Background: an optimization exercise with open tools, aiming at small area. Do not read the settings as production practice. The RTL was checked by simulation tests, not by an equivalence proof against the original design. No activity file was given, so power comes from the tool's default toggle rates.

Setup of before:
==> module mul100, before the edit <==
module mul100(
    output [31:0] o,
    input  [31:0] a
);
    wire [23:0] m = {1'b1, a[22:0]};
    wire [28:0] t;
    wire [28:0] x0 = {5'b0, m};
    wire [28:0] x1 = {2'b0, m, 3'b0};
    wire [28:0] x2 = {1'b0, m, 4'b0};
    wire [28:0] cs = x0 ^ x1 ^ x2;
    wire [28:0] cc = (x0 & x1) | (x0 & x2) | (x1 & x2);
    wire c25;
    rca #(29) u2(.s(t), .co(c25), .a(cs), .b({cc[27:0], 1'b0}), .ci(1'b0));
    wire hi = t[28];
    wire [7:0] e = a[30:23] + (hi ? 8'd7 : 8'd6);
    wire [22:0] f = hi ? t[27:5] : t[26:4];
    assign o = (a == 32'b0) ? 32'b0 : {a[31], e, f};
endmodule
==> module mul60, before the edit <==
module mul60(
    output [31:0] o,
    input  [31:0] a
);
    wire [23:0] m = {1'b1, a[22:0]};
    wire [27:0] t;
    wire co;
    rca #(28) u0(.s(t), .co(co), .a({m, 4'b0}), .b(~{4'b0, m}), .ci(1'b1));
    wire hi = t[27];
    wire [7:0] e = a[30:23] + (hi ? 8'd6 : 8'd5);
    wire [22:0] f = hi ? t[26:4] : t[25:3];
    assign o = (a == 32'b0) ? 32'b0 : {a[31], e, f};
endmodule
==> module RGBtoHSV, before the edit <==
module RGBtoHSV(
    output [31:0] H,
    output [31:0] S,
    output [31:0] V,
    output [31:0] S1,
    output [31:0] S2,
    output [31:0] Corner,
    output [31:0] Delta,
    output [31:0] Max,
    output [2:0]  State,
    input  [31:0] R,
    input  [31:0] G,
    input  [31:0] B,
    input         Clk,
    input         reset
);
    wire [2:0] st;
    Controler ctr(.State(st), .reset(reset), .Clk(Clk));
    assign State = st;
    wire s1 = (st == 3'd1);
    wire s2 = (st == 3'd2);
    wire s3 = (st == 3'd3);
    wire s4 = (st == 3'd4);
    wire s5 = (st == 3'd5);
    wire s6 = (st == 3'd6);
    reg [31:0] rR, rG, rB;
    always @(posedge Clk) begin
        if (s1) begin
            rR <= R;
            rG <= G;
            rB <= B;
        end
    end
    wire geRG, geRB, geGB;
    Compare_fp cRG(.ge(geRG), .a(rR), .b(rG));
    Compare_fp cRB(.ge(geRB), .a(rR), .b(rB));
    Compare_fp cGB(.ge(geGB), .a(rG), .b(rB));
    wire mR = geRG & geRB;
    wire mG = ~mR & geGB;
    wire mB = ~mR & ~geGB;
    wire nB = geRB & geGB;
    wire nG = ~nB & geRG;
    wire nR = ~nB & ~geRG;
    wire [31:0] busMax = ({32{mR}} & rR) | ({32{mG}} & rG) | ({32{mB}} & rB);
    wire [31:0] cornerv = ({32{mG}} & 32'h42F00000) | ({32{mB}} & 32'h43700000);
    reg  [31:0] q1, q2, q3;
    reg  [1:0] cc;
    always @(posedge Clk) begin
        if (s1)
            cc <= {mG, mB};
    end
    wire [31:0] cornerp = ({32{cc[1]}} & 32'h42F00000) | ({32{cc[0]}} & 32'h43700000);
    wire s24 = s2 | s4;
    wire aR = (s3 & mR) | (s5 & mB);
    wire aG = (s3 & mG) | (s5 & mR);
    wire aB = (s3 & mB) | (s5 & mG);
    wire [31:0] busA = ({32{aR}} & rR) | ({32{aG}} & rG) | ({32{aB}} & rB) | ({32{s24}} & q1);
    wire bR = (s3 & nR) | (s5 & mG);
    wire bG = (s3 & nG) | (s5 & mB);
    wire bB = (s3 & nB) | (s5 & mR);
    wire [31:0] busB = ({32{bR}} & rR) | ({32{bG}} & rG) | ({32{bB}} & rB)
                     | ({32{s2}} & cornerp) | ({32{s4}} & 32'h43B40000);
    wire [31:0] aso;
    addSub as0(.o(aso), .a(busA), .b(busB), .s(~s24));
    wire [31:0] P;
    mul60 m60(.o(P), .a(aso));
    reg  [24:0] rem;
    reg  [10:0] exr;
    reg  [10:0] pst, nst;
    wire first = s2 | s4 | s6;
    wire [31:0] dvf = (s2 | s3) ? 32'h40233333 : ((s4 | s5) ? busMax : q3);
    wire [31:0] ddf = s4 ? q3 : {exr[8:0], rem[22:0]};
    wire [23:0] fc;
    assign fc[0] = 1'b1;
    genvar i;
    generate for (i = 0; i < 23; i = i + 1) begin : gfc
        assign fc[i+1] = (ddf[i] & ~dvf[i]) | ((ddf[i] | ~dvf[i]) & fc[i]);
    end endgenerate
    wire ge = fc[23];
    wire [23:0] nm = {1'b1, ddf[22:0]};
    wire [26:0] in2r = first ? (ge ? {3'b000, nm} : {2'b00, nm, 1'b0})
                             : {rem[24], rem, 1'b0};
    wire [24:0] rnew;
    wire [11:0] qp, qn;
    div dv(.r(rnew), .qp(qp), .qn(qn), .in2r(in2r), .D({1'b1, dvf[22:0]}));
    wire isFF = (dvf[30:0] == 31'b0);
    wire isZ  = (ddf == 32'b0);
    wire [7:0] ex0, ex;
    wire exc0, exc1;
    rca #(8) uex0(.s(ex0), .co(exc0), .a(ddf[30:23]), .b(~dvf[30:23]), .ci(ge));
    rca #(8) uex1(.s(ex), .co(exc1), .a(ex0), .b(8'h7F), .ci(1'b0));
    wire [31:0] pre = s1 ? busMax : P;
    always @(posedge Clk) begin
        if (s1 | s5) begin
            rem <= {2'b01, pre[22:0]};
            exr <= {2'b00, pre[31:23]};
        end else begin
            rem <= rnew;
            exr <= {isFF, isZ, ddf[31] ^ dvf[31], ex};
        end
        pst <= qp[10:0];
        nst <= qn[10:0];
    end
    wire [23:0] dp = {1'b1, pst, qp};
    wire [23:0] dn = {1'b0, nst, qn};
    wire [24:0] bw;
    assign bw[0] = rnew[24];
    generate for (i = 0; i < 24; i = i + 1) begin : gcv
        assign bw[i+1] = dn[i] | (~dp[i] & bw[i]);
    end endgenerate
    wire [23:0] qv = (dp | dn) ^ bw[23:0];
    wire [31:0] divres = exr[10] ? 32'hFFFFFFFF : (exr[9] ? 32'b0 : {exr[8:0], qv[22:0]});
    wire [31:0] hsel = (q1 == 32'hFFFFFFFF) ? 32'b0 : (q1[31] ? aso : q1);
    wire h1 = ~(s1 | s2 | s4);
    wire h2 = ~(s3 | s5);
    wire [31:0] q1n = ({32{s1}} & divres) | ({32{s2}} & aso) | ({32{s4}} & hsel) | ({32{h1}} & q1);
    wire [31:0] q2n = ({32{~h2}} & divres) | ({32{h2}} & q2);
    wire [31:0] q3n = ({32{s3}} & aso) | ({32{~s3}} & q3);
    always @(posedge Clk) begin
        q1 <= q1n;
        q2 <= q2n;
        q3 <= q3n;
    end
    assign Max    = busMax;
    assign S1     = busA;
    assign S2     = busB;
    assign Corner = cornerv;
    assign Delta  = q3;
    assign V      = q2;
    mul100 m100(.o(S), .a(q2));
    assign H      = q1;
endmodule
Settings: LEC_CHECK=0, ABC_AREA=1, CAP_MARGIN=10, CORE_MARGIN=2, CORE_UTILIZATION=45, PLACE_DENSITY=0.6, SLEW_MARGIN=10; clock period 100.0 ns.
standard.sh (not shown) runs the stock make flow with config.mk's settings and CLKGATE_MAP_FILE= SYNTH_SCRIPT=/design/flow/synth_recipe.tcl, a recipe that flattens the netlist after the stock synthesis.
==> flow/flow/run.sh <==
#!/bin/bash
# Standard synthesis, then the combinational logic between the standard
# synthesis's registers, full adders and tie cells is mapped again by ABC for
# area (registers keep their names and cells), then the standard layout
# with sky130_fd_sc_hd__buf_1 as the port buffer and a clock tree
# without dummy loads.
set -euo pipefail
R=orfs/results/${FLOW_PLATFORM}/RGBtoHSV/base
LIB=${FLOW_HOME}/platforms/${FLOW_PLATFORM}/lib/sky130_fd_sc_hd__tt_025C_1v80.lib
bash standard.sh synth > synth.log 2>&1
cp $R/1_2_yosys.v $R/1_2_yosys.std.v
DU=$(sed -n '/^export DONT_USE_CELLS/,/^$/p' ${FLOW_HOME}/platforms/${FLOW_PLATFORM}/config.mk | grep -o 'sky130_fd_sc_hd__[a-z0-9_]*' | sed 's/^/-dont_use /' | tr '\n' ' ')
sed -e "s#@LIB@#${LIB}#g" -e "s#@IN@#$R/1_2_yosys.std.v#g" -e "s#@OUT@#$R/1_2_yosys.v#g" -e "s#@DU@#${DU}#g" \
    flow/resyn.ys.in > resyn.ys
yosys -s resyn.ys > resyn.log 2>&1
bash standard.sh "BUFFER_PORTS_ARGS=-buffer_cell sky130_fd_sc_hd__buf_1" \
    "CTS_ARGS=-sink_clustering_enable -repair_clock_nets -dont_use_dummy_load -buf_list sky130_fd_sc_hd__clkbuf_4 -sink_clustering_size 10" finish > standard.log 2>&1
==> flow/flow/resyn.ys.in <==
read_liberty -ignore_miss_func @LIB@
read_verilog @IN@
hierarchy -top RGBtoHSV
blackbox sky130_fd_sc_hd__fa_1 sky130_fd_sc_hd__edfxtp_1 sky130_fd_sc_hd__dfxtp_1 sky130_fd_sc_hd__dfrtp_1 sky130_fd_sc_hd__conb_1
flatten
opt_clean
abc -liberty @LIB@ @DU@ -script +strash;dch;amap,-m,-F,2,-A,8,-C,1000;topo
opt_clean -purge
stat -liberty @LIB@
write_verilog -noattr -noexpr -nohex -nodec @OUT@
before has completed all stages; timing, DRC and antenna checks passed.
diff inputs: before => after
--- a/flow/design.v
+++ b/flow/design.v
@@ -120,41 +120,29 @@
     generate for (i = 0; i < N; i = i + 1) begin : g_c
         assign c[i+1] = g[i] | (p[i] & c[i]);
     end endgenerate
     assign s = p ^ c[N-1:0];
     assign co = c[N];
 endmodule
-module mul100(
+module mulc(
     output [31:0] o,
-    input  [31:0] a
+    input  [31:0] a,
+    input         h
 );
     wire [23:0] m = {1'b1, a[22:0]};
-    wire [28:0] t;
-    wire [28:0] x0 = {5'b0, m};
-    wire [28:0] x1 = {2'b0, m, 3'b0};
-    wire [28:0] x2 = {1'b0, m, 4'b0};
-    wire [28:0] cs = x0 ^ x1 ^ x2;
-    wire [28:0] cc = (x0 & x1) | (x0 & x2) | (x1 & x2);
-    wire c25;
-    rca #(29) u2(.s(t), .co(c25), .a(cs), .b({cc[27:0], 1'b0}), .ci(1'b0));
+    wire [29:0] t;
+    wire [29:0] x0 = h ? {2'b0, m, 4'b0} : {1'b0, m, 5'b0};
+    wire [29:0] x1 = h ? {3'b0, m, 3'b0} : 30'b0;
+    wire [29:0] x2 = h ? {6'b0, m} : ~{5'b0, m, 1'b0};
+    wire [29:0] cs = x0 ^ x1 ^ x2;
+    wire [29:0] cc = (x0 & x1) | (x0 & x2) | (x1 & x2);
+    wire c30;
+    rca #(30) u2(.s(t), .co(c30), .a(cs), .b({cc[28:0], 1'b0}), .ci(~h));
     wire hi = t[28];
-    wire [7:0] e = a[30:23] + (hi ? 8'd7 : 8'd6);
+    wire [7:0] e = a[30:23] + {5'b0, 1'b1, h, ~h} + {7'b0, hi};
     wire [22:0] f = hi ? t[27:5] : t[26:4];
-    assign o = (a == 32'b0) ? 32'b0 : {a[31], e, f};
-endmodule
-module mul60(
-    output [31:0] o,
-    input  [31:0] a
-);
-    wire [23:0] m = {1'b1, a[22:0]};
-    wire [27:0] t;
-    wire co;
-    rca #(28) u0(.s(t), .co(co), .a({m, 4'b0}), .b(~{4'b0, m}), .ci(1'b1));
-    wire hi = t[27];
-    wire [7:0] e = a[30:23] + (hi ? 8'd6 : 8'd5);
-    wire [22:0] f = hi ? t[26:4] : t[25:3];
     assign o = (a == 32'b0) ? 32'b0 : {a[31], e, f};
 endmodule
 module Controler(
     output reg [2:0] State,
     input            reset,
     input            Clk
@@ -232,13 +220,15 @@
     wire bB = (s3 & nB) | (s5 & mR);
     wire [31:0] busB = ({32{bR}} & rR) | ({32{bG}} & rG) | ({32{bB}} & rB)
                      | ({32{s2}} & cornerp) | ({32{s4}} & 32'h43B40000);
     wire [31:0] aso;
     addSub as0(.o(aso), .a(busA), .b(busB), .s(~s24));
     wire [31:0] P;
-    mul60 m60(.o(P), .a(aso));
+    wire [31:0] mco;
+    mulc mc(.o(mco), .a(s3 ? q2 : aso), .h(s3));
+    assign P = mco;
     reg  [24:0] rem;
     reg  [10:0] exr;
     reg  [10:0] pst, nst;
     wire first = s2 | s4 | s6;
     wire [31:0] dvf = (s2 | s3) ? 32'h40233333 : ((s4 | s5) ? busMax : q3);
     wire [31:0] ddf = s4 ? q3 : {exr[8:0], rem[22:0]};
@@ -296,9 +286,9 @@
     assign Max    = busMax;
     assign S1     = busA;
     assign S2     = busB;
     assign Corner = cornerv;
     assign Delta  = q3;
     assign V      = q2;
-    mul100 m100(.o(S), .a(q2));
+    assign S      = mco;
     assign H      = q1;
 endmodule
==> run summary <==
- after against before: internal power summed over all cells went down 0.0017 mW, pin count of the biggest net entering global routing went up 3, filler cell count went up 20, post-layout utilization of the core held.
- after ends up with a count of non-CTS buffers in the layout that is 14 higher than in before.
- after vs before — via count rose 2.0%.
- Relative to before, the measured slew at the worst slew-check pin of after is higher by 0.14 ns.
- after vs before — multi-input combinational cell area dropped slightly
- Going from before to after, share of total power consumed by net switching lower, number of cells after detailed placement higher, cell area roughly the same.

-- re-timing with driven ports --
No port has a modelled driver above. Below, the same layouts with a new extraction and two added sets of constraints. Step 1, drivers: a clkbuf_16 drives Clk and a buf_2 each remaining input, both assumed. Step 2 moves the port delays by t, midway between the first and last clock arrival at a register: inputs arrive t later, outputs are due t later. That takes back most of the time a late clock gives input paths. a / b / c = no drivers / after step 1 / after step 2; a / b = the first two.
| run | t (ns) | setup WS [ns] | latest minus earliest clock arrival (ns) | worst data-port slew with drivers (ns) | cell pins on the clock port's net |
|---|---|---|---|---|---|
| before | 0.856 | 35.308 / 35.308 / 35.308 | 0.100 / 0.099 | 0.05 | 1 |
| after | 0.838 | 27.096 / 27.096 / 27.096 | 0.120 / 0.119 | 0.05 | 1 |
After both steps setup and hold are still met in every run listed.
